Source: an optimization exercise on an open RTL-to-GDS flow (aim: small area, a short achievable clock period and few clock cycles per item). Production flows keep margins and buffers that such runs may drop.
Only simulation tests tie the RTL to the original design; equivalence was not proved.
Power figures rest on the tool's default switching activity, not on a simulated workload.

<file path="config.mk">
export PLATFORM = sky130hd
export DESIGN_NAME = linear
export DESIGN_NICKNAME = linear
export VERILOG_FILES = /design/flow/design.v
export SDC_FILE = /design/flow/constraint.sdc
export NUM_CORES = 4
export LEC_CHECK = 0
export ABC_AREA = 1
export CAP_MARGIN = 10
export CORE_AREA = 5 5 555 555
export DIE_AREA = 0 0 560 560
export PLACE_DENSITY = 0.8
export SETUP_SLACK_MARGIN = 5
export SLEW_MARGIN = 10
export TNS_END_PERCENT = 100
</file>
<file path="constraint.sdc">
create_clock -name core_clock -period 8.0 [get_ports {clk}]
set_input_delay 1.6000 -clock core_clock [delete_from_list [all_inputs] [get_ports {clk}]]
set_output_delay 1.6000 -clock core_clock [all_outputs]
set_load 0.01 [all_outputs]
</file>
<file path="design.v">
module fadd_rsh (
  input  wire [3:0] f,
  input  wire [2:0] s,
  input  wire e,
  output wire [6:0] r,
  output wire sticky);
  wire [6:0] l3 = {1'b1, f, 2'b00} ^ {7{e}};
  wire [6:0] l2 = s[2] ? {{4{e}}, l3[6:4]} : l3;
  wire [6:0] l1 = s[1] ? {{2{e}}, l2[6:2]} : l2;
  assign r = s[0] ? {e, l1[6:1]} : l1;
  assign sticky = (s == 3'd3) ? f[0] :
                  (s == 3'd4) ? (f[1:0] != 2'd0) :
                  (s == 3'd5) ? (f[2:0] != 3'd0) :
                  (s == 3'd6) ? (f != 4'd0) :
                  (s == 3'd7);
endmodule
module fadd_s1 (
  input  wire [11:0] X,
  input  wire [11:0] Y,
  output wire [24:0] M);
  function [7:0] ks8(input [7:0] a, input [7:0] b, input cin);
    reg [8:0] g0, p0, g1, p1, g2, p2, g3;
    integer i;
    begin
      g0[0] = cin;
      p0[0] = 1'b0;
      for (i = 0; i < 8; i = i + 1) begin
        g0[i+1] = a[i] & b[i];
        p0[i+1] = a[i] ^ b[i];
      end
      for (i = 0; i < 9; i = i + 1) begin
        g1[i] = (i >= 1) ? (g0[i] | (p0[i] & g0[i-1])) : g0[i];
        p1[i] = (i >= 1) ? (p0[i] & p0[i-1]) : p0[i];
      end
      for (i = 0; i < 9; i = i + 1) begin
        g2[i] = (i >= 2) ? (g1[i] | (p1[i] & g1[i-2])) : g1[i];
        p2[i] = (i >= 2) ? (p1[i] & p1[i-2]) : p1[i];
      end
      for (i = 0; i < 9; i = i + 1)
        g3[i] = (i >= 4) ? (g2[i] | (p2[i] & g2[i-4])) : g2[i];
      for (i = 0; i < 8; i = i + 1)
        ks8[i] = p0[i+1] ^ g3[i];
    end
  endfunction
  function ge3(input [2:0] b, input [2:0] a);
    begin
      case ({b, a})
        6'd0: ge3 = 1'b1;
        6'd1: ge3 = 1'b0;
        6'd2: ge3 = 1'b0;
        6'd3: ge3 = 1'b0;
        6'd4: ge3 = 1'b0;
        6'd5: ge3 = 1'b0;
        6'd6: ge3 = 1'b0;
        6'd7: ge3 = 1'b0;
        6'd8: ge3 = 1'b1;
        6'd9: ge3 = 1'b1;
        6'd10: ge3 = 1'b0;
        6'd11: ge3 = 1'b0;
        6'd12: ge3 = 1'b0;
        6'd13: ge3 = 1'b0;
        6'd14: ge3 = 1'b0;
        6'd15: ge3 = 1'b0;
        6'd16: ge3 = 1'b1;
        6'd17: ge3 = 1'b1;
        6'd18: ge3 = 1'b1;
        6'd19: ge3 = 1'b0;
        6'd20: ge3 = 1'b0;
        6'd21: ge3 = 1'b0;
        6'd22: ge3 = 1'b0;
        6'd23: ge3 = 1'b0;
        6'd24: ge3 = 1'b1;
        6'd25: ge3 = 1'b1;
        6'd26: ge3 = 1'b1;
        6'd27: ge3 = 1'b1;
        6'd28: ge3 = 1'b0;
        6'd29: ge3 = 1'b0;
        6'd30: ge3 = 1'b0;
        6'd31: ge3 = 1'b0;
        6'd32: ge3 = 1'b1;
        6'd33: ge3 = 1'b1;
        6'd34: ge3 = 1'b1;
        6'd35: ge3 = 1'b1;
        6'd36: ge3 = 1'b1;
        6'd37: ge3 = 1'b0;
        6'd38: ge3 = 1'b0;
        6'd39: ge3 = 1'b0;
        6'd40: ge3 = 1'b1;
        6'd41: ge3 = 1'b1;
        6'd42: ge3 = 1'b1;
        6'd43: ge3 = 1'b1;
        6'd44: ge3 = 1'b1;
        6'd45: ge3 = 1'b1;
        6'd46: ge3 = 1'b0;
        6'd47: ge3 = 1'b0;
        6'd48: ge3 = 1'b1;
        6'd49: ge3 = 1'b1;
        6'd50: ge3 = 1'b1;
        6'd51: ge3 = 1'b1;
        6'd52: ge3 = 1'b1;
        6'd53: ge3 = 1'b1;
        6'd54: ge3 = 1'b1;
        6'd55: ge3 = 1'b0;
        6'd56: ge3 = 1'b1;
        6'd57: ge3 = 1'b1;
        6'd58: ge3 = 1'b1;
        6'd59: ge3 = 1'b1;
        6'd60: ge3 = 1'b1;
        6'd61: ge3 = 1'b1;
        6'd62: ge3 = 1'b1;
        6'd63: ge3 = 1'b1;
        default: ge3 = 1'b0;
      endcase
    end
  endfunction
  function [2:0] sub3(input [2:0] a, input [2:0] b);
    begin
      case ({a, b})
        6'd0: sub3 = 3'd0;
        6'd1: sub3 = 3'd7;
        6'd2: sub3 = 3'd6;
        6'd3: sub3 = 3'd5;
        6'd4: sub3 = 3'd4;
        6'd5: sub3 = 3'd3;
        6'd6: sub3 = 3'd2;
        6'd7: sub3 = 3'd1;
        6'd8: sub3 = 3'd1;
        6'd9: sub3 = 3'd0;
        6'd10: sub3 = 3'd7;
        6'd11: sub3 = 3'd6;
        6'd12: sub3 = 3'd5;
        6'd13: sub3 = 3'd4;
        6'd14: sub3 = 3'd3;
        6'd15: sub3 = 3'd2;
        6'd16: sub3 = 3'd2;
        6'd17: sub3 = 3'd1;
        6'd18: sub3 = 3'd0;
        6'd19: sub3 = 3'd7;
        6'd20: sub3 = 3'd6;
        6'd21: sub3 = 3'd5;
        6'd22: sub3 = 3'd4;
        6'd23: sub3 = 3'd3;
        6'd24: sub3 = 3'd3;
        6'd25: sub3 = 3'd2;
        6'd26: sub3 = 3'd1;
        6'd27: sub3 = 3'd0;
        6'd28: sub3 = 3'd7;
        6'd29: sub3 = 3'd6;
        6'd30: sub3 = 3'd5;
        6'd31: sub3 = 3'd4;
        6'd32: sub3 = 3'd4;
        6'd33: sub3 = 3'd3;
        6'd34: sub3 = 3'd2;
        6'd35: sub3 = 3'd1;
        6'd36: sub3 = 3'd0;
        6'd37: sub3 = 3'd7;
        6'd38: sub3 = 3'd6;
        6'd39: sub3 = 3'd5;
        6'd40: sub3 = 3'd5;
        6'd41: sub3 = 3'd4;
        6'd42: sub3 = 3'd3;
        6'd43: sub3 = 3'd2;
        6'd44: sub3 = 3'd1;
        6'd45: sub3 = 3'd0;
        6'd46: sub3 = 3'd7;
        6'd47: sub3 = 3'd6;
        6'd48: sub3 = 3'd6;
        6'd49: sub3 = 3'd5;
        6'd50: sub3 = 3'd4;
        6'd51: sub3 = 3'd3;
        6'd52: sub3 = 3'd2;
        6'd53: sub3 = 3'd1;
        6'd54: sub3 = 3'd0;
        6'd55: sub3 = 3'd7;
        6'd56: sub3 = 3'd7;
        6'd57: sub3 = 3'd6;
        6'd58: sub3 = 3'd5;
        6'd59: sub3 = 3'd4;
        6'd60: sub3 = 3'd3;
        6'd61: sub3 = 3'd2;
        6'd62: sub3 = 3'd1;
        6'd63: sub3 = 3'd0;
        default: sub3 = 3'd0;
      endcase
    end
  endfunction
  wire [1:0] exnX = X[11:10], exnY = Y[11:10];
  wire [5:0] dXY = {1'b0, X[8:4]} - {1'b0, Y[8:4]};
  wire [4:0] dYX = Y[8:4] - X[8:4];
  wire [1:0] hX = X[8:7], hY = Y[8:7];
  wire [2:0] lX = X[6:4], lY = Y[6:4];
  wire geXY = ge3(lX, lY);
  wire geYX = ge3(lY, lX);
  wire hEq = (hX == hY);
  wire hX1 = (hX == hY + 2'd1);
  wire hY1 = (hY == hX + 2'd1);
  wire xLtY = (hX < hY) | (hEq & ~geXY);
  wire oXY = ~(geXY ? hEq : hX1);
  wire oYX = ~(geYX ? hEq : hY1);
  wire swap = ((exnX == exnY) & xLtY) | (exnX < exnY);
  wire [11:0] nX = swap ? Y : X;
  wire [11:0] nY = swap ? X : Y;
  wire [4:0] ed = swap ? dYX : dXY[4:0];
  wire ed0 = X[4] ^ Y[4];
  wire effSub = X[9] ^ Y[9];
  wire selClose = (ed[4:1] == 4'b0000) & effSub;
  wire [6:0] A  = {2'b01, X[3:0], 1'b0};
  wire [6:0] Bv = {2'b01, Y[3:0], 1'b0};
  wire [6:0] A1 = {3'b001, X[3:0]};
  wire [6:0] B1 = {3'b001, Y[3:0]};
  wire [6:0] amb = A - Bv;
  wire [6:0] bma = Bv - A;
  wire [6:0] amb1 = A - B1;
  wire [6:0] bma1 = Bv - A1;
  wire [5:0] frcE = amb[6] ? bma[5:0] : amb[5:0];
  wire fscE = swap ? bma[6] : amb[6];
  wire [6:0] dO = swap ? bma1 : amb1;
  wire [5:0] frc1 = ed0 ? dO[5:0] : frcE;
  wire fsc = ed0 ? dO[6] : fscE;
  wire [2:0] lXY = sub3(X[6:4], Y[6:4]);
  wire [2:0] lYX = sub3(Y[6:4], X[6:4]);
  wire [6:0] shY, shX;
  wire stY, stX;
  fadd_rsh rY (.f(Y[3:0]), .s(lXY), .e(effSub), .r(shY), .sticky(stY));
  fadd_rsh rX (.f(X[3:0]), .s(lYX), .e(effSub), .r(shX), .sticky(stX));
  wire [7:0] opY = oXY ? {8{effSub}} : {effSub, shY};
  wire [7:0] opX = oYX ? {8{effSub}} : {effSub, shX};
  wire sN = oXY | stY;
  wire sS = oYX | stX;
  wire [7:0] rN = ks8({2'b01, X[3:0], 2'b00}, opY, effSub & ~sN);
  wire [7:0] rS = ks8({2'b01, Y[3:0], 2'b00}, opX, effSub & ~sS);
  wire [7:0] r0 = swap ? rS : rN;
  wire sticky = swap ? sS : sN;
  wire [3:0] exnXY = {nX[11:10], nY[11:10]};
  wire n0101 = (exnX == 2'b01) & (exnY == 2'b01);
  wire [1:0] exnS = (exnXY == 4'b1110) ? 2'b11 :
                    (exnXY == 4'b1010) ? {1'b1, effSub} : exnXY[3:2];
  wire resSign = (selClose & (frc1 == 6'd0)) ? 1'b0 : (nX[9] ^ (selClose & fsc));
  wire sgnR = (exnXY == 4'b0000) ? (nX[9] & nY[9]) : n0101 ? resSign : nX[9];
  wire [5:0] frcM = n0101 ? frc1 : {2'b00, nX[3:0]};
  assign M = {n0101, exnS, sgnR, nX[8:4], selClose, frcM, r0, sticky};
endmodule
module fadd_s2 (
  input  wire [24:0] M,
  output wire [11:0] R);
  wire n0101 = M[24];
  wire [1:0] exnS = M[23:22];
  wire sgnR = M[21];
  wire [4:0] eN = M[20:16];
  wire selClose = M[15];
  wire [5:0] frc1 = M[14:9];
  wire [7:0] r0 = M[8:1];
  wire sticky = M[0];
  wire [6:0] E = {2'b00, eN};
  wire c2 = (frc1[5:2] == 4'd0);
  wire [5:0] n2 = c2 ? {frc1[1:0], 4'b0000} : frc1;
  wire c1 = (n2[5:4] == 2'd0);
  wire [5:0] n1 = c1 ? {n2[3:0], 2'b00} : n2;
  wire c0 = ~n1[5];
  wire [5:0] n0 = c0 ? {n1[4:0], 1'b0} : n1;
  wire [2:0] nz = {c2, c1, c0};
  wire roundClose = n0[0] & n0[1];
  wire closeZero = (frc1 == 6'd0);
  wire [6:0] expClose = E - {4'b0000, nz};
  wire [4:0] fracC = {1'b0, n0[4:1]} + {4'd0, roundClose};
  wire [6:0] expC = expClose;
  wire [1:0] lb = r0[7:6];
  wire [3:0] f1 = (lb == 2'b00) ? r0[4:1] : (lb == 2'b01) ? r0[5:2] : r0[6:3];
  wire rb = (lb == 2'b00) ? r0[0] : (lb == 2'b01) ? r0[1] : r0[2];
  wire sb = (lb == 2'b00) ? sticky : (lb == 2'b01) ? (r0[0] | sticky) : (r0[1] | r0[0] | sticky);
  wire roundFar = rb & (sb | f1[0]);
  wire [4:0] fracF = {1'b0, f1} + {4'd0, roundFar};
  wire [6:0] Em1 = E - 7'd1, Ep1 = E + 7'd1, Ep2 = E + 7'd2;
  wire cf = fracF[4];
  wire [6:0] expF = (lb == 2'b00) ? (cf ? E : Em1) :
                    (lb == 2'b01) ? (cf ? Ep1 : E) : (cf ? Ep2 : Ep1);
  wire [10:0] rr = selClose ? {expC, fracC[3:0]} : {expF, fracF[3:0]};
  wire zfc = selClose & closeZero;
  wire [1:0] uo = rr[10:9];
  wire [1:0] exn2 = uo[1] ? 2'b00 : uo[0] ? {~zfc, 1'b0} : {1'b0, ~zfc};
  wire [1:0] exnR = n0101 ? exn2 : exnS;
  wire [8:0] es = n0101 ? rr[8:0] : {eN, frc1[3:0]};
  assign R = {exnR, sgnR, es};
endmodule
module fmul_s1 (
  input  wire [11:0] X,
  input  wire [11:0] Y,
  output wire [19:0] M);
  wire sign = X[9] ^ Y[9];
  wire [6:0] expSum = {2'b00, X[8:4]} + {2'b00, Y[8:4]} - 7'd15;
  wire [4:0] a = {1'b1, X[3:0]};
  wire [9:0] p0 = {5'd0, a & {5{Y[0]}}};
  wire [9:0] p1 = {4'd0, a & {5{Y[1]}}, 1'd0};
  wire [9:0] p2 = {3'd0, a & {5{Y[2]}}, 2'd0};
  wire [9:0] p3 = {2'd0, a & {5{Y[3]}}, 3'd0};
  wire [9:0] p4 = {1'd0, a, 4'd0};
  wire [9:0] s1 = p0 ^ p1 ^ p2;
  wire [9:0] c1 = {(p0[8:0] & p1[8:0]) | (p0[8:0] & p2[8:0]) | (p1[8:0] & p2[8:0]), 1'b0};
  wire [9:0] s2 = s1 ^ c1 ^ p3;
  wire [9:0] c2 = {(s1[8:0] & c1[8:0]) | (s1[8:0] & p3[8:0]) | (c1[8:0] & p3[8:0]), 1'b0};
  wire [9:0] s3 = s2 ^ c2 ^ p4;
  wire [9:0] c3 = {(s2[8:0] & c2[8:0]) | (s2[8:0] & p4[8:0]) | (c2[8:0] & p4[8:0]), 1'b0};
  wire [9:0] sigProd = s3 + c3;
  wire [3:0] es = {X[11:10], Y[11:10]};
  wire [1:0] exc = (es == 4'b0000 || es == 4'b0001 || es == 4'b0100) ? 2'b00 :
                   (es == 4'b0101) ? 2'b01 :
                   (es == 4'b0110 || es == 4'b1001 || es == 4'b1010) ? 2'b10 : 2'b11;
  assign M = {exc, sign, expSum, sigProd};
endmodule
module fmul_s2 (
  input  wire [19:0] M,
  output wire [11:0] R);
  wire [1:0] exc = M[19:18];
  wire sign = M[17];
  wire [6:0] expSum = M[16:10];
  wire [9:0] sigProd = M[9:0];
  wire norm = sigProd[9];
  wire [6:0] expPost = expSum + {6'd0, norm};
  wire [9:0] spe = norm ? {sigProd[8:0], 1'b0} : {sigProd[7:0], 2'b00};
  wire guard = (spe[4:0] != 5'd0);
  wire rnd = spe[5] & (guard | spe[6]);
  wire [10:0] esr = {expPost, spe[9:6]} + {10'd0, rnd};
  wire [1:0] excPost = (esr[10:9] == 2'b00) ? 2'b01 : (esr[10:9] == 2'b01) ? 2'b10 : 2'b00;
  wire [1:0] fexc = (exc == 2'b01) ? excPost : exc;
  assign R = {fexc, sign, esr[8:0]};
endmodule
`default_nettype none
module linear (
	clk,
	rst,
	start,
	ready,
	done,
	p__arg0_0_0,
	p__arg0_0_1,
	p__arg0_0_10,
	p__arg0_0_2,
	p__arg0_0_3,
	p__arg0_0_4,
	p__arg0_0_5,
	p__arg0_0_6,
	p__arg0_0_7,
	p__arg0_0_8,
	p__arg0_0_9,
	p___constant_11x11xf32_0_0,
	p___constant_11x11xf32_0_1,
	p___constant_11x11xf32_0_10,
	p___constant_11x11xf32_0_2,
	p___constant_11x11xf32_0_3,
	p___constant_11x11xf32_0_4,
	p___constant_11x11xf32_0_5,
	p___constant_11x11xf32_0_6,
	p___constant_11x11xf32_0_7,
	p___constant_11x11xf32_0_8,
	p___constant_11x11xf32_0_9,
	p___constant_11x11xf32_10_0,
	p___constant_11x11xf32_10_1,
	p___constant_11x11xf32_10_10,
	p___constant_11x11xf32_10_2,
	p___constant_11x11xf32_10_3,
	p___constant_11x11xf32_10_4,
	p___constant_11x11xf32_10_5,
	p___constant_11x11xf32_10_6,
	p___constant_11x11xf32_10_7,
	p___constant_11x11xf32_10_8,
	p___constant_11x11xf32_10_9,
	p___constant_11x11xf32_1_0,
	p___constant_11x11xf32_1_1,
	p___constant_11x11xf32_1_10,
	p___constant_11x11xf32_1_2,
	p___constant_11x11xf32_1_3,
	p___constant_11x11xf32_1_4,
	p___constant_11x11xf32_1_5,
	p___constant_11x11xf32_1_6,
	p___constant_11x11xf32_1_7,
	p___constant_11x11xf32_1_8,
	p___constant_11x11xf32_1_9,
	p___constant_11x11xf32_2_0,
	p___constant_11x11xf32_2_1,
	p___constant_11x11xf32_2_10,
	p___constant_11x11xf32_2_2,
	p___constant_11x11xf32_2_3,
	p___constant_11x11xf32_2_4,
	p___constant_11x11xf32_2_5,
	p___constant_11x11xf32_2_6,
	p___constant_11x11xf32_2_7,
	p___constant_11x11xf32_2_8,
	p___constant_11x11xf32_2_9,
	p___constant_11x11xf32_3_0,
	p___constant_11x11xf32_3_1,
	p___constant_11x11xf32_3_10,
	p___constant_11x11xf32_3_2,
	p___constant_11x11xf32_3_3,
	p___constant_11x11xf32_3_4,
	p___constant_11x11xf32_3_5,
	p___constant_11x11xf32_3_6,
	p___constant_11x11xf32_3_7,
	p___constant_11x11xf32_3_8,
	p___constant_11x11xf32_3_9,
	p___constant_11x11xf32_4_0,
	p___constant_11x11xf32_4_1,
	p___constant_11x11xf32_4_10,
	p___constant_11x11xf32_4_2,
	p___constant_11x11xf32_4_3,
	p___constant_11x11xf32_4_4,
	p___constant_11x11xf32_4_5,
	p___constant_11x11xf32_4_6,
	p___constant_11x11xf32_4_7,
	p___constant_11x11xf32_4_8,
	p___constant_11x11xf32_4_9,
	p___constant_11x11xf32_5_0,
	p___constant_11x11xf32_5_1,
	p___constant_11x11xf32_5_10,
	p___constant_11x11xf32_5_2,
	p___constant_11x11xf32_5_3,
	p___constant_11x11xf32_5_4,
	p___constant_11x11xf32_5_5,
	p___constant_11x11xf32_5_6,
	p___constant_11x11xf32_5_7,
	p___constant_11x11xf32_5_8,
	p___constant_11x11xf32_5_9,
	p___constant_11x11xf32_6_0,
	p___constant_11x11xf32_6_1,
	p___constant_11x11xf32_6_10,
	p___constant_11x11xf32_6_2,
	p___constant_11x11xf32_6_3,
	p___constant_11x11xf32_6_4,
	p___constant_11x11xf32_6_5,
	p___constant_11x11xf32_6_6,
	p___constant_11x11xf32_6_7,
	p___constant_11x11xf32_6_8,
	p___constant_11x11xf32_6_9,
	p___constant_11x11xf32_7_0,
	p___constant_11x11xf32_7_1,
	p___constant_11x11xf32_7_10,
	p___constant_11x11xf32_7_2,
	p___constant_11x11xf32_7_3,
	p___constant_11x11xf32_7_4,
	p___constant_11x11xf32_7_5,
	p___constant_11x11xf32_7_6,
	p___constant_11x11xf32_7_7,
	p___constant_11x11xf32_7_8,
	p___constant_11x11xf32_7_9,
	p___constant_11x11xf32_8_0,
	p___constant_11x11xf32_8_1,
	p___constant_11x11xf32_8_10,
	p___constant_11x11xf32_8_2,
	p___constant_11x11xf32_8_3,
	p___constant_11x11xf32_8_4,
	p___constant_11x11xf32_8_5,
	p___constant_11x11xf32_8_6,
	p___constant_11x11xf32_8_7,
	p___constant_11x11xf32_8_8,
	p___constant_11x11xf32_8_9,
	p___constant_11x11xf32_9_0,
	p___constant_11x11xf32_9_1,
	p___constant_11x11xf32_9_10,
	p___constant_11x11xf32_9_2,
	p___constant_11x11xf32_9_3,
	p___constant_11x11xf32_9_4,
	p___constant_11x11xf32_9_5,
	p___constant_11x11xf32_9_6,
	p___constant_11x11xf32_9_7,
	p___constant_11x11xf32_9_8,
	p___constant_11x11xf32_9_9,
	p___constant_11xf32_0,
	p___constant_11xf32_1,
	p___constant_11xf32_10,
	p___constant_11xf32_2,
	p___constant_11xf32_3,
	p___constant_11xf32_4,
	p___constant_11xf32_5,
	p___constant_11xf32_6,
	p___constant_11xf32_7,
	p___constant_11xf32_8,
	p___constant_11xf32_9,
	output_p_val_313
);
	input wire clk;
	input wire rst;
	input wire start;
	output wire ready;
	output wire done;
	input wire [11:0] p__arg0_0_0;
	input wire [11:0] p__arg0_0_1;
	input wire [11:0] p__arg0_0_10;
	input wire [11:0] p__arg0_0_2;
	input wire [11:0] p__arg0_0_3;
	input wire [11:0] p__arg0_0_4;
	input wire [11:0] p__arg0_0_5;
	input wire [11:0] p__arg0_0_6;
	input wire [11:0] p__arg0_0_7;
	input wire [11:0] p__arg0_0_8;
	input wire [11:0] p__arg0_0_9;
	input wire [11:0] p___constant_11x11xf32_0_0;
	input wire [11:0] p___constant_11x11xf32_0_1;
	input wire [11:0] p___constant_11x11xf32_0_10;
	input wire [11:0] p___constant_11x11xf32_0_2;
	input wire [11:0] p___constant_11x11xf32_0_3;
	input wire [11:0] p___constant_11x11xf32_0_4;
	input wire [11:0] p___constant_11x11xf32_0_5;
	input wire [11:0] p___constant_11x11xf32_0_6;
	input wire [11:0] p___constant_11x11xf32_0_7;
	input wire [11:0] p___constant_11x11xf32_0_8;
	input wire [11:0] p___constant_11x11xf32_0_9;
	input wire [11:0] p___constant_11x11xf32_10_0;
	input wire [11:0] p___constant_11x11xf32_10_1;
	input wire [11:0] p___constant_11x11xf32_10_10;
	input wire [11:0] p___constant_11x11xf32_10_2;
	input wire [11:0] p___constant_11x11xf32_10_3;
	input wire [11:0] p___constant_11x11xf32_10_4;
	input wire [11:0] p___constant_11x11xf32_10_5;
	input wire [11:0] p___constant_11x11xf32_10_6;
	input wire [11:0] p___constant_11x11xf32_10_7;
	input wire [11:0] p___constant_11x11xf32_10_8;
	input wire [11:0] p___constant_11x11xf32_10_9;
	input wire [11:0] p___constant_11x11xf32_1_0;
	input wire [11:0] p___constant_11x11xf32_1_1;
	input wire [11:0] p___constant_11x11xf32_1_10;
	input wire [11:0] p___constant_11x11xf32_1_2;
	input wire [11:0] p___constant_11x11xf32_1_3;
	input wire [11:0] p___constant_11x11xf32_1_4;
	input wire [11:0] p___constant_11x11xf32_1_5;
	input wire [11:0] p___constant_11x11xf32_1_6;
	input wire [11:0] p___constant_11x11xf32_1_7;
	input wire [11:0] p___constant_11x11xf32_1_8;
	input wire [11:0] p___constant_11x11xf32_1_9;
	input wire [11:0] p___constant_11x11xf32_2_0;
	input wire [11:0] p___constant_11x11xf32_2_1;
	input wire [11:0] p___constant_11x11xf32_2_10;
	input wire [11:0] p___constant_11x11xf32_2_2;
	input wire [11:0] p___constant_11x11xf32_2_3;
	input wire [11:0] p___constant_11x11xf32_2_4;
	input wire [11:0] p___constant_11x11xf32_2_5;
	input wire [11:0] p___constant_11x11xf32_2_6;
	input wire [11:0] p___constant_11x11xf32_2_7;
	input wire [11:0] p___constant_11x11xf32_2_8;
	input wire [11:0] p___constant_11x11xf32_2_9;
	input wire [11:0] p___constant_11x11xf32_3_0;
	input wire [11:0] p___constant_11x11xf32_3_1;
	input wire [11:0] p___constant_11x11xf32_3_10;
	input wire [11:0] p___constant_11x11xf32_3_2;
	input wire [11:0] p___constant_11x11xf32_3_3;
	input wire [11:0] p___constant_11x11xf32_3_4;
	input wire [11:0] p___constant_11x11xf32_3_5;
	input wire [11:0] p___constant_11x11xf32_3_6;
	input wire [11:0] p___constant_11x11xf32_3_7;
	input wire [11:0] p___constant_11x11xf32_3_8;
	input wire [11:0] p___constant_11x11xf32_3_9;
	input wire [11:0] p___constant_11x11xf32_4_0;
	input wire [11:0] p___constant_11x11xf32_4_1;
	input wire [11:0] p___constant_11x11xf32_4_10;
	input wire [11:0] p___constant_11x11xf32_4_2;
	input wire [11:0] p___constant_11x11xf32_4_3;
	input wire [11:0] p___constant_11x11xf32_4_4;
	input wire [11:0] p___constant_11x11xf32_4_5;
	input wire [11:0] p___constant_11x11xf32_4_6;
	input wire [11:0] p___constant_11x11xf32_4_7;
	input wire [11:0] p___constant_11x11xf32_4_8;
	input wire [11:0] p___constant_11x11xf32_4_9;
	input wire [11:0] p___constant_11x11xf32_5_0;
	input wire [11:0] p___constant_11x11xf32_5_1;
	input wire [11:0] p___constant_11x11xf32_5_10;
	input wire [11:0] p___constant_11x11xf32_5_2;
	input wire [11:0] p___constant_11x11xf32_5_3;
	input wire [11:0] p___constant_11x11xf32_5_4;
	input wire [11:0] p___constant_11x11xf32_5_5;
	input wire [11:0] p___constant_11x11xf32_5_6;
	input wire [11:0] p___constant_11x11xf32_5_7;
	input wire [11:0] p___constant_11x11xf32_5_8;
	input wire [11:0] p___constant_11x11xf32_5_9;
	input wire [11:0] p___constant_11x11xf32_6_0;
	input wire [11:0] p___constant_11x11xf32_6_1;
	input wire [11:0] p___constant_11x11xf32_6_10;
	input wire [11:0] p___constant_11x11xf32_6_2;
	input wire [11:0] p___constant_11x11xf32_6_3;
	input wire [11:0] p___constant_11x11xf32_6_4;
	input wire [11:0] p___constant_11x11xf32_6_5;
	input wire [11:0] p___constant_11x11xf32_6_6;
	input wire [11:0] p___constant_11x11xf32_6_7;
	input wire [11:0] p___constant_11x11xf32_6_8;
	input wire [11:0] p___constant_11x11xf32_6_9;
	input wire [11:0] p___constant_11x11xf32_7_0;
	input wire [11:0] p___constant_11x11xf32_7_1;
	input wire [11:0] p___constant_11x11xf32_7_10;
	input wire [11:0] p___constant_11x11xf32_7_2;
	input wire [11:0] p___constant_11x11xf32_7_3;
	input wire [11:0] p___constant_11x11xf32_7_4;
	input wire [11:0] p___constant_11x11xf32_7_5;
	input wire [11:0] p___constant_11x11xf32_7_6;
	input wire [11:0] p___constant_11x11xf32_7_7;
	input wire [11:0] p___constant_11x11xf32_7_8;
	input wire [11:0] p___constant_11x11xf32_7_9;
	input wire [11:0] p___constant_11x11xf32_8_0;
	input wire [11:0] p___constant_11x11xf32_8_1;
	input wire [11:0] p___constant_11x11xf32_8_10;
	input wire [11:0] p___constant_11x11xf32_8_2;
	input wire [11:0] p___constant_11x11xf32_8_3;
	input wire [11:0] p___constant_11x11xf32_8_4;
	input wire [11:0] p___constant_11x11xf32_8_5;
	input wire [11:0] p___constant_11x11xf32_8_6;
	input wire [11:0] p___constant_11x11xf32_8_7;
	input wire [11:0] p___constant_11x11xf32_8_8;
	input wire [11:0] p___constant_11x11xf32_8_9;
	input wire [11:0] p___constant_11x11xf32_9_0;
	input wire [11:0] p___constant_11x11xf32_9_1;
	input wire [11:0] p___constant_11x11xf32_9_10;
	input wire [11:0] p___constant_11x11xf32_9_2;
	input wire [11:0] p___constant_11x11xf32_9_3;
	input wire [11:0] p___constant_11x11xf32_9_4;
	input wire [11:0] p___constant_11x11xf32_9_5;
	input wire [11:0] p___constant_11x11xf32_9_6;
	input wire [11:0] p___constant_11x11xf32_9_7;
	input wire [11:0] p___constant_11x11xf32_9_8;
	input wire [11:0] p___constant_11x11xf32_9_9;
	input wire [11:0] p___constant_11xf32_0;
	input wire [11:0] p___constant_11xf32_1;
	input wire [11:0] p___constant_11xf32_10;
	input wire [11:0] p___constant_11xf32_2;
	input wire [11:0] p___constant_11xf32_3;
	input wire [11:0] p___constant_11xf32_4;
	input wire [11:0] p___constant_11xf32_5;
	input wire [11:0] p___constant_11xf32_6;
	input wire [11:0] p___constant_11xf32_7;
	input wire [11:0] p___constant_11xf32_8;
	input wire [11:0] p___constant_11xf32_9;
	output wire [11:0] output_p_val_313;
reg busy;
reg [5:0] cnt;
reg ready_r, done_r;
wire last = (cnt == 6'd36);
always @(posedge clk) begin
  if (rst) begin
    busy <= 1'b0;
    cnt <= 6'd0;
    ready_r <= 1'b1;
    done_r <= 1'b0;
  end else begin
    done_r <= busy & (cnt == 6'd35);
    if (!busy) begin
      if (start) begin
        busy <= 1'b1;
        cnt <= 6'd1;
        ready_r <= 1'b0;
      end
    end else if (last) begin
      busy <= 1'b0;
      cnt <= 6'd0;
      ready_r <= 1'b1;
    end else begin
      cnt <= cnt + 6'd1;
    end
  end
end
assign ready = ready_r;
assign done = done_r;
reg [21:0] oh;
always @(posedge clk) begin
  if (rst | (busy & last)) oh <= 22'd1;
  else if (busy | start) oh <= {oh[20:0], 1'b0};
end
reg [11:0] xr;
always @(posedge clk)
  xr <=
    ({12{(oh[0] | oh[1])}} & p__arg0_0_0) |
    ({12{(oh[2] | oh[3])}} & p__arg0_0_1) |
    ({12{(oh[4] | oh[5])}} & p__arg0_0_2) |
    ({12{(oh[6] | oh[7])}} & p__arg0_0_3) |
    ({12{(oh[8] | oh[9])}} & p__arg0_0_4) |
    ({12{(oh[10] | oh[11])}} & p__arg0_0_5) |
    ({12{(oh[12] | oh[13])}} & p__arg0_0_6) |
    ({12{(oh[14] | oh[15])}} & p__arg0_0_7) |
    ({12{(oh[16] | oh[17])}} & p__arg0_0_8) |
    ({12{(oh[18] | oh[19])}} & p__arg0_0_9) |
    ({12{(oh[20] | oh[21])}} & p__arg0_0_10);
reg q_zx;                 
reg q_yb0, q_yb1;         
reg q_t1, q_t2, q_t3, q_t4;   
reg q_ym;                 
reg q_xs, q_xs4, q_xs5;   
reg q_xh, q_xh4, q_xh5;   
always @(posedge clk) begin
  q_zx <= (cnt == 6'd1) | (cnt == 6'd2);
  q_yb0 <= (cnt == 6'd23);
  q_yb1 <= (cnt == 6'd24);
  q_t1 <= (cnt == 6'd26);
  q_t2 <= (cnt == 6'd28);
  q_t3 <= (cnt == 6'd30);
  q_t4 <= (cnt == 6'd32);
  q_ym <= ~((cnt == 6'd23) | (cnt == 6'd24) | (cnt == 6'd26) | (cnt == 6'd28) | (cnt == 6'd30) | (cnt == 6'd32));
  q_xh <= (cnt == 6'd26);
  q_xh4 <= (cnt == 6'd26) | (cnt == 6'd31);
  q_xh5 <= (cnt == 6'd26) | (cnt == 6'd27);
  q_xs <= ~((cnt == 6'd1) | (cnt == 6'd2) | (cnt == 6'd26));
  q_xs4 <= ~((cnt == 6'd1) | (cnt == 6'd2) | (cnt == 6'd26) | (cnt == 6'd31));
  q_xs5 <= ~((cnt == 6'd1) | (cnt == 6'd2) | (cnt == 6'd26) | (cnt == 6'd27));
end
reg [11:0] wr0;
always @(posedge clk)
  wr0 <=
    ({12{oh[0]}} & p___constant_11x11xf32_0_0) |
    ({12{oh[1]}} & p___constant_11x11xf32_1_0) |
    ({12{oh[2]}} & p___constant_11x11xf32_0_1) |
    ({12{oh[3]}} & p___constant_11x11xf32_1_1) |
    ({12{oh[4]}} & p___constant_11x11xf32_0_2) |
    ({12{oh[5]}} & p___constant_11x11xf32_1_2) |
    ({12{oh[6]}} & p___constant_11x11xf32_0_3) |
    ({12{oh[7]}} & p___constant_11x11xf32_1_3) |
    ({12{oh[8]}} & p___constant_11x11xf32_0_4) |
    ({12{oh[9]}} & p___constant_11x11xf32_1_4) |
    ({12{oh[10]}} & p___constant_11x11xf32_0_5) |
    ({12{oh[11]}} & p___constant_11x11xf32_1_5) |
    ({12{oh[12]}} & p___constant_11x11xf32_0_6) |
    ({12{oh[13]}} & p___constant_11x11xf32_1_6) |
    ({12{oh[14]}} & p___constant_11x11xf32_0_7) |
    ({12{oh[15]}} & p___constant_11x11xf32_1_7) |
    ({12{oh[16]}} & p___constant_11x11xf32_0_8) |
    ({12{oh[17]}} & p___constant_11x11xf32_1_8) |
    ({12{oh[18]}} & p___constant_11x11xf32_0_9) |
    ({12{oh[19]}} & p___constant_11x11xf32_1_9) |
    ({12{oh[20]}} & p___constant_11x11xf32_0_10) |
    ({12{oh[21]}} & p___constant_11x11xf32_1_10);
reg [19:0] mm0;
wire [19:0] mmd0;
wire [11:0] m0;
fmul_s1 mul1_0 (.X(xr), .Y(wr0), .M(mmd0));
always @(posedge clk) mm0 <= mmd0;
fmul_s2 mul2_0 (.M(mm0), .R(m0));
reg [11:0] ax0, ay0;
reg [24:0] am0;
wire [24:0] amd0;
wire [11:0] s0;
fadd_s1 add1_0 (.X(ax0), .Y(ay0), .M(amd0));
always @(posedge clk) am0 <= amd0;
fadd_s2 add2_0 (.M(am0), .R(s0));
reg [11:0] wr1;
always @(posedge clk)
  wr1 <=
    ({12{oh[0]}} & p___constant_11x11xf32_2_0) |
    ({12{oh[1]}} & p___constant_11x11xf32_3_0) |
    ({12{oh[2]}} & p___constant_11x11xf32_2_1) |
    ({12{oh[3]}} & p___constant_11x11xf32_3_1) |
    ({12{oh[4]}} & p___constant_11x11xf32_2_2) |
    ({12{oh[5]}} & p___constant_11x11xf32_3_2) |
    ({12{oh[6]}} & p___constant_11x11xf32_2_3) |
    ({12{oh[7]}} & p___constant_11x11xf32_3_3) |
    ({12{oh[8]}} & p___constant_11x11xf32_2_4) |
    ({12{oh[9]}} & p___constant_11x11xf32_3_4) |
    ({12{oh[10]}} & p___constant_11x11xf32_2_5) |
    ({12{oh[11]}} & p___constant_11x11xf32_3_5) |
    ({12{oh[12]}} & p___constant_11x11xf32_2_6) |
    ({12{oh[13]}} & p___constant_11x11xf32_3_6) |
    ({12{oh[14]}} & p___constant_11x11xf32_2_7) |
    ({12{oh[15]}} & p___constant_11x11xf32_3_7) |
    ({12{oh[16]}} & p___constant_11x11xf32_2_8) |
    ({12{oh[17]}} & p___constant_11x11xf32_3_8) |
    ({12{oh[18]}} & p___constant_11x11xf32_2_9) |
    ({12{oh[19]}} & p___constant_11x11xf32_3_9) |
    ({12{oh[20]}} & p___constant_11x11xf32_2_10) |
    ({12{oh[21]}} & p___constant_11x11xf32_3_10);
reg [19:0] mm1;
wire [19:0] mmd1;
wire [11:0] m1;
fmul_s1 mul1_1 (.X(xr), .Y(wr1), .M(mmd1));
always @(posedge clk) mm1 <= mmd1;
fmul_s2 mul2_1 (.M(mm1), .R(m1));
reg [11:0] ax1, ay1;
reg [24:0] am1;
wire [24:0] amd1;
wire [11:0] s1;
fadd_s1 add1_1 (.X(ax1), .Y(ay1), .M(amd1));
always @(posedge clk) am1 <= amd1;
fadd_s2 add2_1 (.M(am1), .R(s1));
reg [11:0] wr2;
always @(posedge clk)
  wr2 <=
    ({12{oh[0]}} & p___constant_11x11xf32_4_0) |
    ({12{oh[1]}} & p___constant_11x11xf32_5_0) |
    ({12{oh[2]}} & p___constant_11x11xf32_4_1) |
    ({12{oh[3]}} & p___constant_11x11xf32_5_1) |
    ({12{oh[4]}} & p___constant_11x11xf32_4_2) |
    ({12{oh[5]}} & p___constant_11x11xf32_5_2) |
    ({12{oh[6]}} & p___constant_11x11xf32_4_3) |
    ({12{oh[7]}} & p___constant_11x11xf32_5_3) |
    ({12{oh[8]}} & p___constant_11x11xf32_4_4) |
    ({12{oh[9]}} & p___constant_11x11xf32_5_4) |
    ({12{oh[10]}} & p___constant_11x11xf32_4_5) |
    ({12{oh[11]}} & p___constant_11x11xf32_5_5) |
    ({12{oh[12]}} & p___constant_11x11xf32_4_6) |
    ({12{oh[13]}} & p___constant_11x11xf32_5_6) |
    ({12{oh[14]}} & p___constant_11x11xf32_4_7) |
    ({12{oh[15]}} & p___constant_11x11xf32_5_7) |
    ({12{oh[16]}} & p___constant_11x11xf32_4_8) |
    ({12{oh[17]}} & p___constant_11x11xf32_5_8) |
    ({12{oh[18]}} & p___constant_11x11xf32_4_9) |
    ({12{oh[19]}} & p___constant_11x11xf32_5_9) |
    ({12{oh[20]}} & p___constant_11x11xf32_4_10) |
    ({12{oh[21]}} & p___constant_11x11xf32_5_10);
reg [19:0] mm2;
wire [19:0] mmd2;
wire [11:0] m2;
fmul_s1 mul1_2 (.X(xr), .Y(wr2), .M(mmd2));
always @(posedge clk) mm2 <= mmd2;
fmul_s2 mul2_2 (.M(mm2), .R(m2));
reg [11:0] ax2, ay2;
reg [24:0] am2;
wire [24:0] amd2;
wire [11:0] s2;
fadd_s1 add1_2 (.X(ax2), .Y(ay2), .M(amd2));
always @(posedge clk) am2 <= amd2;
fadd_s2 add2_2 (.M(am2), .R(s2));
reg [11:0] wr3;
always @(posedge clk)
  wr3 <=
    ({12{oh[0]}} & p___constant_11x11xf32_6_0) |
    ({12{oh[1]}} & p___constant_11x11xf32_7_0) |
    ({12{oh[2]}} & p___constant_11x11xf32_6_1) |
    ({12{oh[3]}} & p___constant_11x11xf32_7_1) |
    ({12{oh[4]}} & p___constant_11x11xf32_6_2) |
    ({12{oh[5]}} & p___constant_11x11xf32_7_2) |
    ({12{oh[6]}} & p___constant_11x11xf32_6_3) |
    ({12{oh[7]}} & p___constant_11x11xf32_7_3) |
    ({12{oh[8]}} & p___constant_11x11xf32_6_4) |
    ({12{oh[9]}} & p___constant_11x11xf32_7_4) |
    ({12{oh[10]}} & p___constant_11x11xf32_6_5) |
    ({12{oh[11]}} & p___constant_11x11xf32_7_5) |
    ({12{oh[12]}} & p___constant_11x11xf32_6_6) |
    ({12{oh[13]}} & p___constant_11x11xf32_7_6) |
    ({12{oh[14]}} & p___constant_11x11xf32_6_7) |
    ({12{oh[15]}} & p___constant_11x11xf32_7_7) |
    ({12{oh[16]}} & p___constant_11x11xf32_6_8) |
    ({12{oh[17]}} & p___constant_11x11xf32_7_8) |
    ({12{oh[18]}} & p___constant_11x11xf32_6_9) |
    ({12{oh[19]}} & p___constant_11x11xf32_7_9) |
    ({12{oh[20]}} & p___constant_11x11xf32_6_10) |
    ({12{oh[21]}} & p___constant_11x11xf32_7_10);
reg [19:0] mm3;
wire [19:0] mmd3;
wire [11:0] m3;
fmul_s1 mul1_3 (.X(xr), .Y(wr3), .M(mmd3));
always @(posedge clk) mm3 <= mmd3;
fmul_s2 mul2_3 (.M(mm3), .R(m3));
reg [11:0] ax3, ay3;
reg [24:0] am3;
wire [24:0] amd3;
wire [11:0] s3;
fadd_s1 add1_3 (.X(ax3), .Y(ay3), .M(amd3));
always @(posedge clk) am3 <= amd3;
fadd_s2 add2_3 (.M(am3), .R(s3));
reg [11:0] wr4;
always @(posedge clk)
  wr4 <=
    ({12{oh[0]}} & p___constant_11x11xf32_8_0) |
    ({12{oh[1]}} & p___constant_11x11xf32_9_0) |
    ({12{oh[2]}} & p___constant_11x11xf32_8_1) |
    ({12{oh[3]}} & p___constant_11x11xf32_9_1) |
    ({12{oh[4]}} & p___constant_11x11xf32_8_2) |
    ({12{oh[5]}} & p___constant_11x11xf32_9_2) |
    ({12{oh[6]}} & p___constant_11x11xf32_8_3) |
    ({12{oh[7]}} & p___constant_11x11xf32_9_3) |
    ({12{oh[8]}} & p___constant_11x11xf32_8_4) |
    ({12{oh[9]}} & p___constant_11x11xf32_9_4) |
    ({12{oh[10]}} & p___constant_11x11xf32_8_5) |
    ({12{oh[11]}} & p___constant_11x11xf32_9_5) |
    ({12{oh[12]}} & p___constant_11x11xf32_8_6) |
    ({12{oh[13]}} & p___constant_11x11xf32_9_6) |
    ({12{oh[14]}} & p___constant_11x11xf32_8_7) |
    ({12{oh[15]}} & p___constant_11x11xf32_9_7) |
    ({12{oh[16]}} & p___constant_11x11xf32_8_8) |
    ({12{oh[17]}} & p___constant_11x11xf32_9_8) |
    ({12{oh[18]}} & p___constant_11x11xf32_8_9) |
    ({12{oh[19]}} & p___constant_11x11xf32_9_9) |
    ({12{oh[20]}} & p___constant_11x11xf32_8_10) |
    ({12{oh[21]}} & p___constant_11x11xf32_9_10);
reg [19:0] mm4;
wire [19:0] mmd4;
wire [11:0] m4;
fmul_s1 mul1_4 (.X(xr), .Y(wr4), .M(mmd4));
always @(posedge clk) mm4 <= mmd4;
fmul_s2 mul2_4 (.M(mm4), .R(m4));
reg [11:0] ax4, ay4;
reg [24:0] am4;
wire [24:0] amd4;
wire [11:0] s4;
fadd_s1 add1_4 (.X(ax4), .Y(ay4), .M(amd4));
always @(posedge clk) am4 <= amd4;
fadd_s2 add2_4 (.M(am4), .R(s4));
reg [11:0] wr5;
always @(posedge clk)
  wr5 <=
    ({12{oh[0]}} & p___constant_11x11xf32_10_0) |
    ({12{oh[1]}} & p___constant_11x11xf32_10_0) |
    ({12{oh[2]}} & p___constant_11x11xf32_10_1) |
    ({12{oh[3]}} & p___constant_11x11xf32_10_1) |
    ({12{oh[4]}} & p___constant_11x11xf32_10_2) |
    ({12{oh[5]}} & p___constant_11x11xf32_10_2) |
    ({12{oh[6]}} & p___constant_11x11xf32_10_3) |
    ({12{oh[7]}} & p___constant_11x11xf32_10_3) |
    ({12{oh[8]}} & p___constant_11x11xf32_10_4) |
    ({12{oh[9]}} & p___constant_11x11xf32_10_4) |
    ({12{oh[10]}} & p___constant_11x11xf32_10_5) |
    ({12{oh[11]}} & p___constant_11x11xf32_10_5) |
    ({12{oh[12]}} & p___constant_11x11xf32_10_6) |
    ({12{oh[13]}} & p___constant_11x11xf32_10_6) |
    ({12{oh[14]}} & p___constant_11x11xf32_10_7) |
    ({12{oh[15]}} & p___constant_11x11xf32_10_7) |
    ({12{oh[16]}} & p___constant_11x11xf32_10_8) |
    ({12{oh[17]}} & p___constant_11x11xf32_10_8) |
    ({12{oh[18]}} & p___constant_11x11xf32_10_9) |
    ({12{oh[19]}} & p___constant_11x11xf32_10_9) |
    ({12{oh[20]}} & p___constant_11x11xf32_10_10) |
    ({12{oh[21]}} & p___constant_11x11xf32_10_10);
reg [19:0] mm5;
wire [19:0] mmd5;
wire [11:0] m5;
fmul_s1 mul1_5 (.X(xr), .Y(wr5), .M(mmd5));
always @(posedge clk) mm5 <= mmd5;
fmul_s2 mul2_5 (.M(mm5), .R(m5));
reg [11:0] ax5, ay5;
reg [24:0] am5;
wire [24:0] amd5;
wire [11:0] s5;
fadd_s1 add1_5 (.X(ax5), .Y(ay5), .M(amd5));
always @(posedge clk) am5 <= amd5;
fadd_s2 add2_5 (.M(am5), .R(s5));
always @(posedge clk) begin
  if (q_zx) ax0 <= 12'd0;
  else if (!q_xh) ax0 <= s0;
end
always @(posedge clk)
  ay0 <=
    ({12{q_ym}} & m0) |
    ({12{q_yb0}} & p___constant_11xf32_0) |
    ({12{q_yb1}} & p___constant_11xf32_1) |
    ({12{q_t1}} & s0) |
    ({12{q_t2}} & s1) |
    ({12{q_t3}} & s2) |
    ({12{q_t4}} & ax4);
always @(posedge clk) begin
  if (q_zx) ax1 <= 12'd0;
  else if (!q_xh) ax1 <= s1;
end
always @(posedge clk)
  ay1 <=
    ({12{q_ym}} & m1) |
    ({12{q_yb0}} & p___constant_11xf32_2) |
    ({12{q_yb1}} & p___constant_11xf32_3) |
    ({12{q_t1}} & s1);
always @(posedge clk) begin
  if (q_zx) ax2 <= 12'd0;
  else if (!q_xh) ax2 <= s2;
end
always @(posedge clk)
  ay2 <=
    ({12{q_ym}} & m2) |
    ({12{q_yb0}} & p___constant_11xf32_4) |
    ({12{q_yb1}} & p___constant_11xf32_5) |
    ({12{q_t1}} & s2) |
    ({12{q_t2}} & s3);
always @(posedge clk) begin
  if (q_zx) ax3 <= 12'd0;
  else if (!q_xh) ax3 <= s3;
end
always @(posedge clk)
  ay3 <=
    ({12{q_ym}} & m3) |
    ({12{q_yb0}} & p___constant_11xf32_6) |
    ({12{q_yb1}} & p___constant_11xf32_7) |
    ({12{q_t1}} & s3);
always @(posedge clk) begin
  if (q_zx) ax4 <= 12'd0;
  else if (!q_xh4) ax4 <= s4;
end
always @(posedge clk)
  ay4 <=
    ({12{q_ym}} & m4) |
    ({12{q_yb0}} & p___constant_11xf32_8) |
    ({12{q_yb1}} & p___constant_11xf32_9) |
    ({12{q_t1}} & s4) |
    ({12{q_t2}} & ax5);
always @(posedge clk) begin
  if (q_zx) ax5 <= 12'd0;
  else if (!q_xh5) ax5 <= s5;
end
always @(posedge clk)
  ay5 <=
    ({12{q_ym}} & m5) |
    ({12{q_yb0}} & p___constant_11xf32_10) |
    ({12{q_yb1}} & p___constant_11xf32_10) |
    ({12{q_t1}} & s5);
reg [11:0] out_r;
always @(posedge clk) out_r <= s0;
assign output_p_val_313 = out_r;
endmodule
</file>
<file path="flow/run.sh">
#!/bin/bash
# The standard layout, with the port buffers made of the smallest buffer
# cell (sky130_fd_sc_hd__buf_1) instead of the one buffer_ports picks itself.
set -euo pipefail
export BUFFER_PORTS_ARGS="-buffer_cell sky130_fd_sc_hd__buf_1"
bash standard.sh > standard_flow.log 2>&1
</file>
<file path="standard.sh">
#!/bin/bash
# synth_recipe.tcl (not shown) runs the flow's synth.tcl, then flattens the netlist and writes it again
# the make line also repeats each setting of config.mk as NAME=value (left out here)
make -C /OpenROAD-flow-scripts/flow DESIGN_CONFIG=/design/flow/config.mk WORK_HOME=/design/flow/orfs CLKGATE_MAP_FILE= SYNTH_SCRIPT=/design/flow/synth_recipe.tcl "${@:-finish}"
</file>
==> results.yml, run 1 <==
drt:
  drc_errors: 0
  routed_wl_microns: 496900
  ant_nets: 0
  dr.pass1.iters: 10
  wire_per_inst_microns: 32.05
  viasPerCell: 5.107
  vias: 79166
  first_iter_violations: 9260
placement:
  port_buffers: 1732
  place_hpwl_microns: 403800
  place_congestion: 1.074
sta:
  hold_viol: 0
  fmaxAchievable_ghz: 0.3086
  setup_tns_ns: 0
  tightest_slew_ns: 1.188
  rsz0062_at_grt: "yes"
  relSlewSlack_pct: 20.82
  final.period_utilization_pct: 40.50
  clock_skew_ns: 0.03894
  maxSlewViolCount: 0
  fin_crit_ns: 3.240
  setup_viol: 0
global_route:
  grt_usage_pct: 29.30
  grt_max_degree: 72
  overflow: 0
  grt_pass1_wl_microns: 626600
  antenna_found_initial: 269
  grt_pass1_vias: 70804
worst_setup_path:
  reg2regPathDepth: 19
  worstPathCellList: "buf_12 > ha_4 > nand4_1 > buf_4 > nand3_1 > nand2_1 > nand2_1 > nand2_2 > nor2_4 > inv_1 > nor2_1 > a211oi_2 > ha_1 > a21oi_2 > nor2_1 > a211oi_2 > nand3_1 > nand2_1 > o21ai_1"
  path_buf_inv: 3
  cpPeakStageDelay_ns: 0.41
  cp-end-kind: "register"
  reg2reg_slack_ns: 4.76
  critPathTopFamily: "simple AND/OR/NAND/NOR gates"
  cp-start-kind: "register"
  cp_common_cell: "nand2_1"
  crit_path_max_fanout: 6
  cp.required_ns: 8.60
  cp-startpoint: "ay4[5]"
  arrival_ns: 3.84
  timing.rr.start: "ay4[5]"
  crit_slowest_cell: "dfxtp_4"
  regToRegEndpoint: "am4[7]"
  critical_path_class: "register to register"
floorplan:
  initial_core_util_pct: 19.24
  dieArea_sq_um: 313600
  io_pins: 1733
  die_w_microns: 560
  core_area_sq_um: 302000
  rows: 202
  die_y_microns: 560
power:
  p_int_mw: 19.56
  p_sw_mw: 24.15
  ir_worst_vdd_uv: 305.8
  fin_total_pwr_mw: 43.71
  powerDensity_nw_per_um2: 541.8
  combPwrFrac_pct: 77.9
  pwr-share-clk_pct: 9.1
  seqPwrFrac_pct: 13.1
  swShare_pct: 55.24
  p_leak_nw: 34.20
synth:
  yosysUniqueCellTypes: 81
  syn_avg_cell_area_sq_um: 6.342
  ys_seq_area_share_pct: 18.98
  synthFlopType: "dfxtp_1"
  netlist.area_leader.share_pct: 18.98
  synthesis.area_sq_um: 58110
  synthTopCellsByArea: "dfxtp_1 (19%), nand2_1 (18%), ha_1 (9.9%)"
  synth_edf_count: 0
  synth_top_area_cell: "dfxtp_1"
  ys_seq_elements: 551
  ys_warn_count: 2
  synthCells: 9163
  async_flop_share_pct: 0
  synth_nets: 11462
final_layout:
  nFillCells: 33644
  syn2layout_area_growth_pct: 38.82
  final_nets: 13420
  fin_util_pct: 26.71
  drive_gt1_share_pct: 15.85
worst_hold_path:
  hp-start: "wr4[9]"
  hp-class: "register to register"
  min_to: "mm4[17]"
  hold_depth: 1
cts:
  holdBufCountCts: 0
  cts_tree: "done"
  path_clk_slew_ns: 0.06
  cts_root_buffer: "clkbuf_16"
  cts_buffers: 79
  htreeDepth: 3
  insertion_delay_ns: 0.74
  cts.sinks: 551
  cts_buffer_depth: 3
flow_run:
  cap_viol_max_count: 0
run_status:
  status: "finished clean"
==> worst max path at each step <==
stage	endpoint	cells after the start
2_1_floorplan	mm5[8]	12
3_3_place_gp	wr3[2]	7
3_5_place_dp	wr3[2]	7
4_1_cts	mm3[8]	12
5_1_grt	am4[7]	20
6_report	am4[7]	19
==> logic make-up after synthesis <==
logic type      Yosys count  synth area share (%)
simple gates           4687                 34.97
compound gates         1733                 18.63
buf+inv                1330                 9.000
fa+ha+maj               580                 14.04
flops                   551                 18.98
xor+xnor                277                 4.297
mux                       5               0.08612
==> cells in the final DEF, fill, tap and decap left out, drive strengths merged, types with 6 or more instances in the layout <==
cell type	instances
o22ai	17
nor3	78
clkinvlp	28
a21oi	505
nand2	2928
o21ai	568
inv	934
nand4	318
nand3	699
a31o	6
a21o	6
xor2	154
o21bai	27
nor4	37
a22oi	44
a31oi	47
and3b	6
o2111ai	16
dfxtp	551
nor2	539
diode	338
xnor2	125
ha	460
o31ai	13
a22o	111
fa	120
bufinv	9
o21a	9
a21boi	9
nand3b	37
a211oi	73
clkinv	38
a2111oi	11
a221oi	167
or2	41
o211ai	74
buf	2240
clkbuf	93
==> state kept, by name (all words and copies together) (netlist names), 22 cells and up <==
register / flops
am0: 25
am1: 25
am2: 25
am3: 25
am4: 25
am5: 25
oh: 22
==> per-layer routing <==
metal	up-vias	track usage [%]	part of all wire, %
met1	37150	31.29	34
met5	-	0	0.15
met2	5329	50.01	48
met4	74	21.64	9.0
met3	1371	7.411	9.5
li1	35242	-	-
==> cell type report <==
cell class                      instances  area (sq um)  area share (%)
Antenna cell                          338         845.8           1.048
Clock buffer                           91          2123           2.632
Clock inverter                         55         720.7          0.8933
Inverter                              952          3845           4.766
Multi-Input combinational cell       7293         45910           56.91
Sequential cell                       551         11350           14.07
Tap cell                             3978          4977           6.170
Timing Repair Buffer                 2242         10890           13.50
Timing Repair inverter                  2         11.26         0.01396
==> per-stage QoR <==
step,hold WS [ns],cells,setup WS (ns),cell area [sq um]
6_report,0.4389,15502,4.760,80670
5_1_grt,0.4586,15455,4.611,80560
4_1_cts,0.4403,14934,4.797,75100
3_5_place_dp,0.4206,14605,3.695,69180
3_3_place_gp,0.4245,14605,3.683,69180
2_1_floorplan,0.3463,9163,4.828,58380
==> Yosys cell counts (16+ instances only) <==
cell       number
xor2_1        147
a221oi_1      167
o21ai_0       486
dfxtp_1       551
nor2_1        496
nand3_1       673
buf_4          16
ha_1          460
nand3_2        24
fa_1          120
buf_2          50
nor2_4         17
inv_1         894
inv_2          45
or2_2          29
a211oi_1       68
nand4_1       317
clkbuf_1      270
buf_1          28
xnor2_1       125
nand2_2        46
o22ai_1        17
a21oi_1       499
nor4_1         35
o21ai_1        70
nor2_2         25
nand3b_1       37
o2111ai_1      16
nor3_1         78
a22o_1        111
a22oi_1        44
o21bai_1       24
o211ai_1       74
nand2_1      2863
a31oi_1        47
==> power groups by stage <==
stage / combinational [mW] / clock, mW / sequential, mW
after global placement: 24.9 / 0 / 5.70
after CTS: 27.9 / 4.03 / 5.58
after detailed placement: 25.1 / 0 / 5.72
after floorplan: 19.5 / 0 / 4.82
final: 34.0 / 3.96 / 5.71
after global routing: 37.0 / 4.12 / 5.79
==> timing repair <==
action | CTS | global route
cloned | 4 | 11
gates resized for setup | 444 | 767
setup buffers | 179 | 219
setup endpoints to repair | 198 | 155
pin swaps | 135 | 397
Testbench counts, summed over its fixed seeds: cycles 29,600, items 800.
==> inputs of run 2 (changes only) <==
--- a/config.mk
+++ b/config.mk
@@ -7,8 +7,8 @@
 export LEC_CHECK = 0
 export ABC_AREA = 1
 export CAP_MARGIN = 10
-export CORE_AREA = 5 5 555 555
-export DIE_AREA = 0 0 560 560
+export CORE_AREA = 5 5 535 535
+export DIE_AREA = 0 0 540 540
 export PLACE_DENSITY = 0.8
 export SETUP_SLACK_MARGIN = 5
 export SLEW_MARGIN = 10
==> run 2 against run 1 <==
Net effect: final cell count fell by 2.0%; maximum frequency down 0.10%; still clean on timing, DRC and antenna; highest routed layer unchanged; register-to-register slack about the same; sequential share of layout area grew 0.10 points; wire length decreased by 4.0%; non-clock buffer count down 10; sequential cell count unchanged.
==> results.yml, run 2 <==
synth:
  async_flop_share_pct: 0
  ys_warn_count: 2
  ys_seq_elements: 551
  netlist.area_leader.share_pct: 18.98
  ys_seq_area_share_pct: 18.98
  synthTopCellsByArea: "dfxtp_1 (19%), nand2_1 (18%), ha_1 (9.9%)"
  synth_top_area_cell: "dfxtp_1"
  yosysUniqueCellTypes: 81
  synthFlopType: "dfxtp_1"
  synth_commonest_cells: "nand2_1 (2863), inv_1 (894), nand3_1 (673)"
  syn_avg_cell_area_sq_um: 6.342
  synthCells: 9163
  synth_edf_count: 0
  synth_nets: 11462
  synthesis.area_sq_um: 58110
  yosys.cell_count.top_type: "nand2_1"
global_route:
  grt_pass1_wl_microns: 605100
  antenna_found_initial: 247
  overflow: 0
  grt_pass1_vias: 70586
  grt_max_degree: 77
  grt_usage_pct: 30.29
sta:
  setup_tns_ns: 0
  clock_skew_ns: 0.05738
  relSlewSlack_pct: 16.74
  fmaxAchievable_ghz: 0.3083
  final.period_utilization_pct: 40.55
  hold_viol: 0
  tightest_slew_ns: 1.249
  rsz0062_at_grt: "yes"
  holdWs_ns: 0.4756
  setup_viol: 0
  maxSlewViolCount: 0
  fin_crit_ns: 3.244
final_layout:
  syn2layout_area_growth_pct: 37.85
  final_cell_mix: "nand2_1 (2692), buf_1 (1728), inv_1 (809)"
  nFillCells: 30493
  finalInstanceArea_sq_um: 80110
  final_nets: 13405
  seqCellArea_sq_um: 11350
  drive_gt1_share_pct: 15.62
  multi_input_area_sq_um: 45810
  layout_commonest_cell: "nand2_1"
drt:
  viasPerCell: 5.193
  drc_errors: 0
  wire_per_inst_microns: 31.39
  dr.pass1.iters: 8
  routed_wl_microns: 476800
  ant_nets: 0
  first_iter_violations: 9070
  drt-met1-wl_microns: 158500
  vias: 78874
  highest_layer: "met5"
  met3_length_microns: 42030
  wl_met2_microns: 224700
placement:
  port_buffers: 1732
  dpl_cell_area_sq_um: 68770
  place_hpwl_microns: 376800
  place_congestion: 1.059
worst_setup_path:
  crit_path_max_fanout: 5
  cpPeakStageDelay_ns: 0.53
  crit_slowest_cell: "fa_1"
  reg2regPathDepth: 14
  worstPathCellList: "buf_4 > buf_8 > buf_12 > buf_4 > nand2_1 > inv_1 > ha_1 > fa_1 > fa_1 > ha_1 > nand2_2 > nor2_2 > a211oi_2 > xor2_1"
  cp-end-kind: "register"
  cp.required_ns: 8.67
  critical_path_class: "register to register"
  cp-start-kind: "register"
  arrival_ns: 3.91
power:
  p_leak_nw: 34.18
  powerDensity_nw_per_um2: 543.5
  ir_worst_vdd_uv: 319.6
  fin_total_pwr_mw: 43.54
cts:
  insertion_delay_ns: 0.77
  cts_buffers: 79
  cts_tree: "done"
  htreeDepth: 3
  holdBufCountCts: 0
  cts_buffer_depth: 3
  cts_root_buffer: "clkbuf_16"
  path_clk_slew_ns: 0.06
  cts.sinks: 551
floorplan:
  rows: 194
  dieArea_sq_um: 291600
  io_pins: 1733
  core_area_sq_um: 279600
  die_y_microns: 540
  initial_core_util_pct: 20.78
  die_w_microns: 540
worst_hold_path:
  hp-class: "register to register"
  hold_depth: 2
flow_run:
  cap_viol_max_count: 0
run_status:
  status: "finished clean"
[run 2: where the power goes]
group	switching (mW)	total, mW	internal [mW]
clock	1.74	3.92	2.18
sequential	1.72	5.71	4.00
combinational	20.6	33.9	13.3
total	24.0	43.5	19.5
[run 2: area by class of cell]
cell class / count / share of cell area (%)
antenna: 294 / 0.9183
clock buffer: 91 / 2.679
clock inverter: 55 / 0.8043
inverter: 952 / 4.798
multi-input combinational: 7289 / 57.18
sequential: 551 / 14.17
tap: 3724 / 5.816
timing repair buffer: 2232 / 13.63
timing repair inverter: 1 / 0.006247
[run 2: timing repair]
action | 4_1_cts | 5_1_grt
buffers inserted | 159 | 236
gates resized for setup | 395 | 824
gates cloned | 2 | 9
setup endpoints to repair | 185 | 162
pin swaps | 117 | 426
[run 2: cells by family (layout without fill, tap and decap cells)]
| group | after synthesis | count (layout) | synth area share (%) |
|---|---|---|---|
| adder cells (fa/ha/maj) | 580 | 580 | 14.04 |
| flip-flops | 551 | 551 | 18.98 |
| buffers and inverters | 1330 | 3331 | 9.000 |
| AND/OR/NAND/NOR | 4687 | 4693 | 34.97 |
| multiplexers | 5 | 5 | 0.08612 |
| other | 0 | 294 | 0 |
| AO/OA/AOI/OAI | 1733 | 1733 | 18.63 |
| XOR/XNOR | 277 | 278 | 4.297 |
[run 2: path summary, 6_finish.rpt]
check | from | to | slack, ns
worst max-delay path | xr[3] | mm4[7] | 4.76
worst min-delay path | ready_r | ready_r | 0.48
worst max register to register | xr[3] | mm4[7] | 4.76
worst min register to register | ready_r | ready_r | 0.48
[run 2: worst max-delay path, delay by kind of cell (launching register included)]
kind	cells	cell delay (ns)
compound gates	1	0.23
xor+xnor	1	0.19
fa+ha+maj	4	1.55
buf+inv	5	0.65
flops	1	0.36
simple gates	3	0.18
[run 2: layer usage]
metal,up-vias,GRT usage (%)
met1,36665,32.06
met4,48,26.42
met2,5487,50.84
met5,-,0
li1,35138,-
met3,1536,6.826
[run 2: per-stage QoR]
step / instances / worst slack [ns] / utilization, %
global route: 15160 / 4.599 / 28.62
CTS: 14650 / 4.785 / 26.58
global placement: 14342 / 2.583 / 24.59
detailed placement: 14343 / 3.708 / 24.59
finish: 15189 / 4.756 / 28.65
floorplan: 9163 / 4.828 / -
==> inputs of run 3 (changes only) <==
--- a/config.mk
+++ b/config.mk
@@ -6,10 +6,10 @@
 export NUM_CORES = 4
 export LEC_CHECK = 0
 export ABC_AREA = 1
-export CAP_MARGIN = 10
+export CAP_MARGIN = 30
 export CORE_AREA = 5 5 535 535
 export DIE_AREA = 0 0 540 540
 export PLACE_DENSITY = 0.8
 export SETUP_SLACK_MARGIN = 5
-export SLEW_MARGIN = 10
+export SLEW_MARGIN = 30
 export TNS_END_PERCENT = 100
==> run 3 against run 2 <==
Net effect: maximum frequency rose by 0.60%; largest cell class unchanged; critical path depth is 2 lower; clock power down 5%; clock-buffer cell count increased by 1; register-to-register slack improved by 0.02 ns; still clean on timing, DRC and antenna; critical endpoint is now mm2[6]; utilization is essentially flat.
==> results.yml, run 3 <==
power:
  p_leak_nw: 34.15
  combPwrFrac_pct: 78.2
  powerDensity_nw_per_um2: 538.9
  seqPwrFrac_pct: 13.2
  p_int_mw: 19.23
  swShare_pct: 55.53
  pwr-share-clk_pct: 8.7
  p_sw_mw: 24.01
cts:
  cts_root_buffer: "clkbuf_16"
  holdBufCountCts: 0
  path_clk_slew_ns: 0.07
  cts.sinks: 551
  cts_buffers: 78
  insertion_delay_ns: 0.75
  htreeDepth: 3
synth:
  async_flop_share_pct: 0
  ys_seq_elements: 551
  yosysUniqueCellTypes: 81
  synth-simple-area-share_pct: 34.97
  synth_commonest_cells: "nand2_1 (2863), inv_1 (894), nand3_1 (673)"
  netlist.area_leader.share_pct: 18.98
  synth_top_family_by_area: "simple AND/OR/NAND/NOR gates"
  synthAdderAreaFrac_pct: 14.04
  synthCells: 9163
  synthTopCellsByArea: "dfxtp_1 (19%), nand2_1 (18%), ha_1 (9.9%)"
  synth_nets: 11462
floorplan:
  rows: 194
  core_area_sq_um: 279600
  initial_core_util_pct: 20.78
  die_w_microns: 540
  dieArea_sq_um: 291600
  io_pins: 1733
  die_y_microns: 540
sta:
  rsz0062_at_grt: "yes"
  layout_setup_ws_ns: 4.776
  fin_crit_ns: 3.224
  hold_viol: 0
  relSlewSlack_pct: 30.44
  setup_viol: 0
  maxSlewViolCount: 0
final_layout:
  syn2layout_area_growth_pct: 38.07
  final_cell_mix: "nand2_1 (2699), buf_1 (1729), inv_1 (818)"
  nFillCells: 30585
  final_nets: 13409
  layout_commonest_cell: "nand2_1"
placement:
  place_hpwl_microns: 376900
  pre_cts_ws_ns: 3.982
  port_buffers: 1732
  place_congestion: 1.059
global_route:
  grt_pass1_wl_microns: 603500
  antenna_found_initial: 250
  grt_max_degree: 77
  grt_pass1_vias: 70622
  grt_usage_pct: 30.16
run_status:
  status: "finished clean"
worst_setup_path:
  critical_path_class: "register to register"
  worstPathCellList: "buf_12 > buf_12 > nand2_4 > inv_2 > fa_2 > fa_2 > fa_2 > ha_2 > inv_2 > fa_2 > buf_4 > xnor2_1"
  cp-startpoint: "xr[2]"
  cp.required_ns: 8.63
  cp-end-kind: "register"
  arrival_ns: 3.85
  cp-start-kind: "register"
  cpPeakStageDelay_ns: 0.55
  crit_path_max_fanout: 7
  timing.rr.start: "xr[2]"
drt:
  first_iter_violations: 9479
  vias: 78771
  viasPerCell: 5.179
  wire_per_inst_microns: 31.34
  drc_errors: 0
flow_run:
  cap_viol_max_count: 0
[run 3: cell families (layout without fill, tap and decap cells)]
kind of cell | count (synthesis) | count (layout)
DFF | 551 | 551
other | 0 | 314
and+or+nand+nor | 4687 | 4692
AOI/OAI and AO/OA | 1733 | 1733
buffers and inverters | 1330 | 3335
adders and majority gates | 580 | 580
xor gates and xnor gates | 277 | 277
muxes | 5 | 5
[run 3: through the flow]
stage	util [%]	hold slack [ns]	instance area (sq um)	instances	power, mW
4_1_cts	26.52	0.4481	74160	14656	36.54
3_5_place_dp	24.64	0.4628	68890	14349	30.60
3_3_place_gp	24.59	0.4548	68750	14342	30.39
5_1_grt	28.66	0.4104	80150	15178	46.60
6_report	28.69	0.4334	80230	15211	43.24
2_1_floorplan	-	0.3463	58380	9163	24.33
[run 3: layout make-up]
| type | count | area (sq um) | area share (%) |
|---|---|---|---|
| multi-input cells | 7287 | 45940 | 57.25 |
| clock buffers | 92 | 2064 | 2.573 |
| repair inverters | 1 | 5.005 | 0.006238 |
| diodes | 314 | 785.8 | 0.9793 |
| inverters | 952 | 3874 | 4.828 |
| flip-flops and latches | 551 | 11350 | 14.15 |
| clock inverters | 51 | 574.3 | 0.7158 |
| repair buffers | 2239 | 10980 | 13.69 |
| well taps | 3724 | 4659 | 5.807 |
[run 3: worst max-delay path: cells and delay by family (launching register included)]
kind	cells	cell delay, ns
AND/OR/NAND/NOR	1	0.05
flip-flops	1	0.35
XOR/XNOR	1	0.12
adder cells (fa/ha/maj)	5	2.06
buffers and inverters	5	0.52
[run 3: what timing repair did]
action                                 in CTS  in global routing
pin swaps                                 114                425
setup buffers                             163                234
cloned                                      1                  6
setup endpoints to repair                 190                161
gates resized for setup                   372                864
endpoints found under the hold margin       0                  0
[run 3: worst paths after layout]
path	to	slack (ns)	cells after the start
min reg2reg	out_r[9]	0.43	0
max reg2reg	mm2[6]	4.78	12
max	mm2[6]	4.78	12
min	out_r[9]	0.43	0
[run 3: power by group through the flow]
stage                     clock [mW]  combinational (mW)  sequential, mW
after floorplan                    0                19.5            4.82
after global placement             0                24.7            5.69
after detailed placement           0                24.9            5.70
after CTS                       3.83                27.2            5.56
after global routing            3.92                36.9            5.78
final                           3.74                33.8            5.70
[run 3: per-layer routing]
metal	share of wire, %	wire length, microns	vias up	track usage, %
li1	-	-	35218	-
met1	33	159100	36621	31.97
met2	47	221900	5271	50.34
met3	8.8	41910	1605	6.756
met4	11	53540	56	26.84
met5	0.076	362	-	0

Re-timed with assumed drivers on the ports (clkbuf_16 on the clock, buf_2 on other inputs), run 3 has 4.776 ns of setup slack against 4.776 ns with ideal ports, and 4.277 ns once port delays also move by the mid clock arrival of 0.820 ns.
